Source: an optimization exercise on an open RTL-to-GDS flow (aim: small area). Production flows keep margins and buffers that such runs may drop. Where RTL was checked, it was by simulation tests only, not by an equivalence proof against the original. No activity file was given, so power comes from the tool's default toggle rates.

Design decodeAndMap, start of the top module:
module decodeAndMap(drawX, drawY, drawColour, WE, resetn, clock, shapeselect, inputColour, vs_n, rotateX, rotateY, rotateZ, invert, pitch, roll, yaw, doneShape);
For scale: about 1500 cells after synthesis, about 690 flip-flops, ~59 I/O pins.
export LEC_CHECK = 0
export CAP_MARGIN = 30
export CORE_ASPECT_RATIO = 1.6
export CORE_MARGIN = 2
export CORE_UTILIZATION = 75
export CTS_BUF_LIST = sky130_fd_sc_hd__clkbuf_16
export CTS_CLUSTER_DIAMETER = 100
export CTS_CLUSTER_SIZE = 30
export SLEW_MARGIN = 20
create_clock -name core_clock -period 12.0 [get_ports {clock}]
run.sh (not shown) runs the stock make flow with config.mk's settings and CLKGATE_MAP_FILE= SYNTH_SCRIPT=/design/flow/synth_recipe.tcl, a recipe that flattens the netlist after the stock synthesis.
==> next run, changes <==
Settings changed: CORE_ASPECT_RATIO 1.6 to unset, CORE_UTILIZATION 75 to 70.
Power climbs slightly.
Non-clock buffer count climbs by 3.
First-iteration DRC count drops by a little under a tenth.
Worst setup slack improves by 0.034 ns.
Cell count climbs by a few percent.
Clock-buffer cell count does not change.
Fmax climbs slightly.
Routed wire length drops by a few percent.
==> next run, changes <==
Settings changed: CORE_UTILIZATION 70 to 75, CTS_CLUSTER_DIAMETER 100 to 120.
Effect:
- The changed run ran to the end with no violations
- area after synthesis does not change
- cell count came out lower by 2.5%
- clock power falls by about 4%
- global-route usage grows by 1.7 points
- worst hold slack is better by 0.0052 ns
- via count rose by 1.7%
- design area falls by 0.43%
- total power falls by 1.1%
- setup slack loses 0.12 ns

---

JK:
decodeAndMap, a different RTL version from the one above (not shown whole).
Size: about 1500 cells after synthesis, roughly 59 I/O pins, about 20000 sq um of cells after synthesis.
// decodeAndMap
module decodeAndMap(drawX, drawY, drawColour, WE, resetn, clock, shapeselect, inputColour, vs_n, rotateX, rotateY, rotateZ, invert, pitch, roll, yaw, doneShape);
    input clock, resetn, vs_n, invert, rotateX, rotateY, rotateZ;
    input [1:0] shapeselect;
    input [2:0] inputColour;
    output [8:0] drawX, drawY;
    output [2:0] drawColour;
    output WE;
    output [7:0] pitch, roll, yaw;
    output doneShape;
    function [12:0] rca;
        input [11:0] a, b;
        input ci;
        integer k;
        reg c;
        begin
            c = ci;
            for (k = 0; k < 12; k = k + 1) begin
                rca[k] = a[k] ^ b[k] ^ c;
                c = (a[k] & b[k]) | (a[k] & c) | (b[k] & c);
            end
            rca[12] = c;
        end
    endfunction
    localparam S_CLEAR = 4'd0, S_PAIR = 4'd1, S_W1 = 4'd2, S_C1 = 4'd3, S_W2 = 4'd4,
               S_C2 = 4'd5, S_NEG = 4'd6, S_SWP = 4'd7, S_DRAW = 4'd8, S_ROTW = 4'd9,
               S_ROT = 4'd10, S_WAIT = 4'd11, S_WAIT2 = 4'd12, S_DONE = 4'd13;
    reg [3:0] st;
    reg [1:0] shp;
    reg lvs_n;
    wire restart = ~resetn | (shapeselect != shp);
    reg [3:0] bi, wi;
    wire bend = (bi == 4'd15);
    wire wend = (wi == 4'd11);
    reg load;
    reg [191:0] rx, ry, rz;
    reg [3:0] ea, eb;
    wire [2:0] vbit;
    wire edge_ab;
    shapeTypeLUT lut(shp, wi, bi, ea, eb, vbit, edge_ab);
    wire [12:0] bi_inc = rca({8'd0, bi}, 12'd0, 1'b1);
    wire [12:0] wi_inc = rca({8'd0, wi}, 12'd0, 1'b1);
    wire [3:0] nw = wend ? 4'd0 : wi_inc[3:0];
    wire [12:0] pc_inc = rca({4'd0, ea, eb}, 12'd0, 1'b1);
    wire pair_last = ({ea, eb} == 8'hAB);
    reg [2:0] rs;         
    reg win;              
    reg wen;              
    reg sa, sb;           
    reg [1:0] cA, cB;     
    reg coA, coB;         
    wire odd = rs[2] | (rs[1] & rs[0]);
    wire head = (wi[0] == odd);
    wire a0 = ry[0], a2 = ry[2], a6 = ry[6], a11 = ry[11];
  ...
clock: 12.0 ns
lec_check: 0
cap_margin: 30
core_margin: 2
core_utilization: 60
cts_buf_list: sky130_fd_sc_hd__clkbuf_16
cts_cluster_diameter: 60
cts_cluster_size: 30
slew_margin: 20
JK: all stages complete, timing, DRC and antenna checks passed
[inputs] MS vs JK
diff --git a/flow/config.mk b/flow/config.mk
--- a/flow/config.mk
+++ b/flow/config.mk
@@ -8,7 +8,7 @@
 export CAP_MARGIN = 30
 export CORE_MARGIN = 2
-export CORE_UTILIZATION = 60
-export CTS_BUF_LIST = sky130_fd_sc_hd__clkbuf_16
+export CORE_UTILIZATION = 65
+export CTS_BUF_LIST = sky130_fd_sc_hd__clkbuf_8 sky130_fd_sc_hd__clkbuf_16
 export CTS_CLUSTER_DIAMETER = 60
-export CTS_CLUSTER_SIZE = 30
+export CTS_CLUSTER_SIZE = 25
 export SLEW_MARGIN = 20
- In the reports for MS and JK, the larger placement-stage cell area belongs to JK.
- Looking only at met2 track utilization from global routing, and setting everything else aside, the higher value of MS and JK goes to MS.
- JK -> MS: cell area flat
- | utilization of the core after routing | lower: JK |
- Between MS and JK, the difference in multi-input combinational area share is negligible.
- [compare] base=JK new=MS: internal power went up by about 1.9%, fraction of final layout cells sized beyond drive strength 1 moved up, total half-perimeter wirelength after legalization and detailed placement now larger, wire length on met2 picked up an extra 1.6 mm.
diff inputs: MS => AL
==> flow/config.mk <==
export PLATFORM = sky130hd
export DESIGN_NAME = decodeAndMap
export DESIGN_NICKNAME = decodeAndMap
export VERILOG_FILES = /design/flow/design.v
export SDC_FILE = /design/flow/constraint.sdc
export NUM_CORES = 8
export LEC_CHECK = 0
export CAP_MARGIN = 30
export CORE_MARGIN = 2
export CORE_UTILIZATION = 60
export CTS_BUF_LIST = sky130_fd_sc_hd__clkbuf_4 sky130_fd_sc_hd__clkbuf_8 sky130_fd_sc_hd__clkbuf_16
export CTS_CLUSTER_DIAMETER = 100
export CTS_CLUSTER_SIZE = 30
export SLEW_MARGIN = 20
==> comparison <==
AL packs its core more loosely than MS. | share of the clock period used by the worst path | MS vs AL | ≈ equal |. Diff AL and MS: non-clock buffer count higher in AL. Taking MS over AL, the overall power after layout ratio works out to 1.10. [compare] base=MS new=AL: critical path depth essentially unchanged, largest incremental delay on the critical path ~0 delta, setup slack of the critical path after layout shows an increase of 14 ps, placeable core area shows an increase of 9.1%.
No functional check of the RTL was part of any run of this note.

---

Starting RTL as in the previous note.
make LEC_CHECK=0 CAP_MARGIN=30 CORE_MARGIN=2 CORE_UTILIZATION=65 CTS_BUF_LIST=sky130_fd_sc_hd__clkbuf_16 CTS_CLUSTER_DIAMETER=50 CTS_CLUSTER_SIZE=36 SLEW_MARGIN=20 finish   # period 12.0 ns
The first run finished with timing, DRC and antenna clean.
Next try:
CTS_BUF_LIST = sky130_fd_sc_hd__clkbuf_8 sky130_fd_sc_hd__clkbuf_16   (was sky130_fd_sc_hd__clkbuf_16)
CTS_CLUSTER_SIZE = 20   (was 36)
Global-route usage came out higher by 0.51 points.
Power came out lower slightly.
Setup slack improves by 5.5 ps.
Via count came out higher slightly.
Die area is unchanged.
No functional check of the RTL was part of any run of this note.

---

RTL: one of the versions met above, not the one the previous note started from.
Size: roughly 1500 cells after synthesis, ~690 flip-flops, about 59 I/O pins, ~0.020 mm^2 of cells after synthesis.
export LEC_CHECK = 0
export CAP_MARGIN = 30
export CORE_MARGIN = 2
export CORE_UTILIZATION = 75
export CTS_BUF_LIST = sky130_fd_sc_hd__clkbuf_16
export CTS_CLUSTER_DIAMETER = 150
export CTS_CLUSTER_SIZE = 30
export SLEW_MARGIN = 20
create_clock -name core_clock -period 12.0 [get_ports {clock}]
The baseline finished with timing, DRC and antenna clean.
Change:
Settings changed: CORE_ASPECT_RATIO from default to 0.6, CTS_CLUSTER_DIAMETER 150 to 100.
Outcome: Wire length is higher by about 24%. Global-route usage is higher by 6.9 points. Critical path depth stays the same. Synthesized cell count is unchanged. Via count is higher by 7.8%. Register-to-register slack gets worse by 360 ps. Hold slack gets worse by 14 ps. Combinational power is higher by 30%.

afterwards: timing with drivers on the ports:
How much do the figures lean on ideal ports? The routed layouts below were timed once more, with nothing changed but the port constraints.
Step 1 (the two cells are an assumption about what drives the block):
set clk [get_ports {clock}]
set_driving_cell -lib_cell sky130_fd_sc_hd__clkbuf_16 $clk
set_driving_cell -lib_cell sky130_fd_sc_hd__buf_2 [delete_from_list [all_inputs] $clk]
Step 2 moves the port delays by t, midway between the first and last clock arrival at a register: inputs arrive t later, outputs are due t later. That takes back most of the time a late clock gives input paths.
Three values: no drivers, after step 1, after step 2; two values: the first two.
run | t (ns) | setup slack, ns | clock arrival spread, ns
the first run of note 1 | 0.645 | 6.077 / 6.045 / 6.045 | 0.031 / 0.031
the second run of note 1 | 0.629 | 6.111 / 6.086 / 6.086 | 0.019 / 0.019
the third run of note 1 | 0.616 | 5.991 / 5.959 / 5.959 | 0.028 / 0.028
JK | 0.567 | 6.085 / 6.052 / 6.052 | 0.054 / 0.053
MS | 0.585 | 6.071 / 6.046 / 6.046 | 0.031 / 0.031
AL | 0.631 | 6.085 / 6.052 / 6.052 | 0.031 / 0.031
the first run of note 3 | 0.600 | 6.068 / 6.043 / 6.043 | 0.077 / 0.077
the second run of note 3 | 0.603 | 6.074 / 6.049 / 6.049 | 0.043 / 0.043
the first run of note 4 | 0.616 | 5.991 / 5.959 / 5.959 | 0.028 / 0.028
the second run of note 4 | 0.633 | 6.094 / 6.067 / 5.964 | 0.045 / 0.044
After both steps setup and hold are still met in every run listed. For the second run of note 4, which loses most, drivers alone change the setup slack by -0.027 ns; drivers and shift together by -0.130 ns.
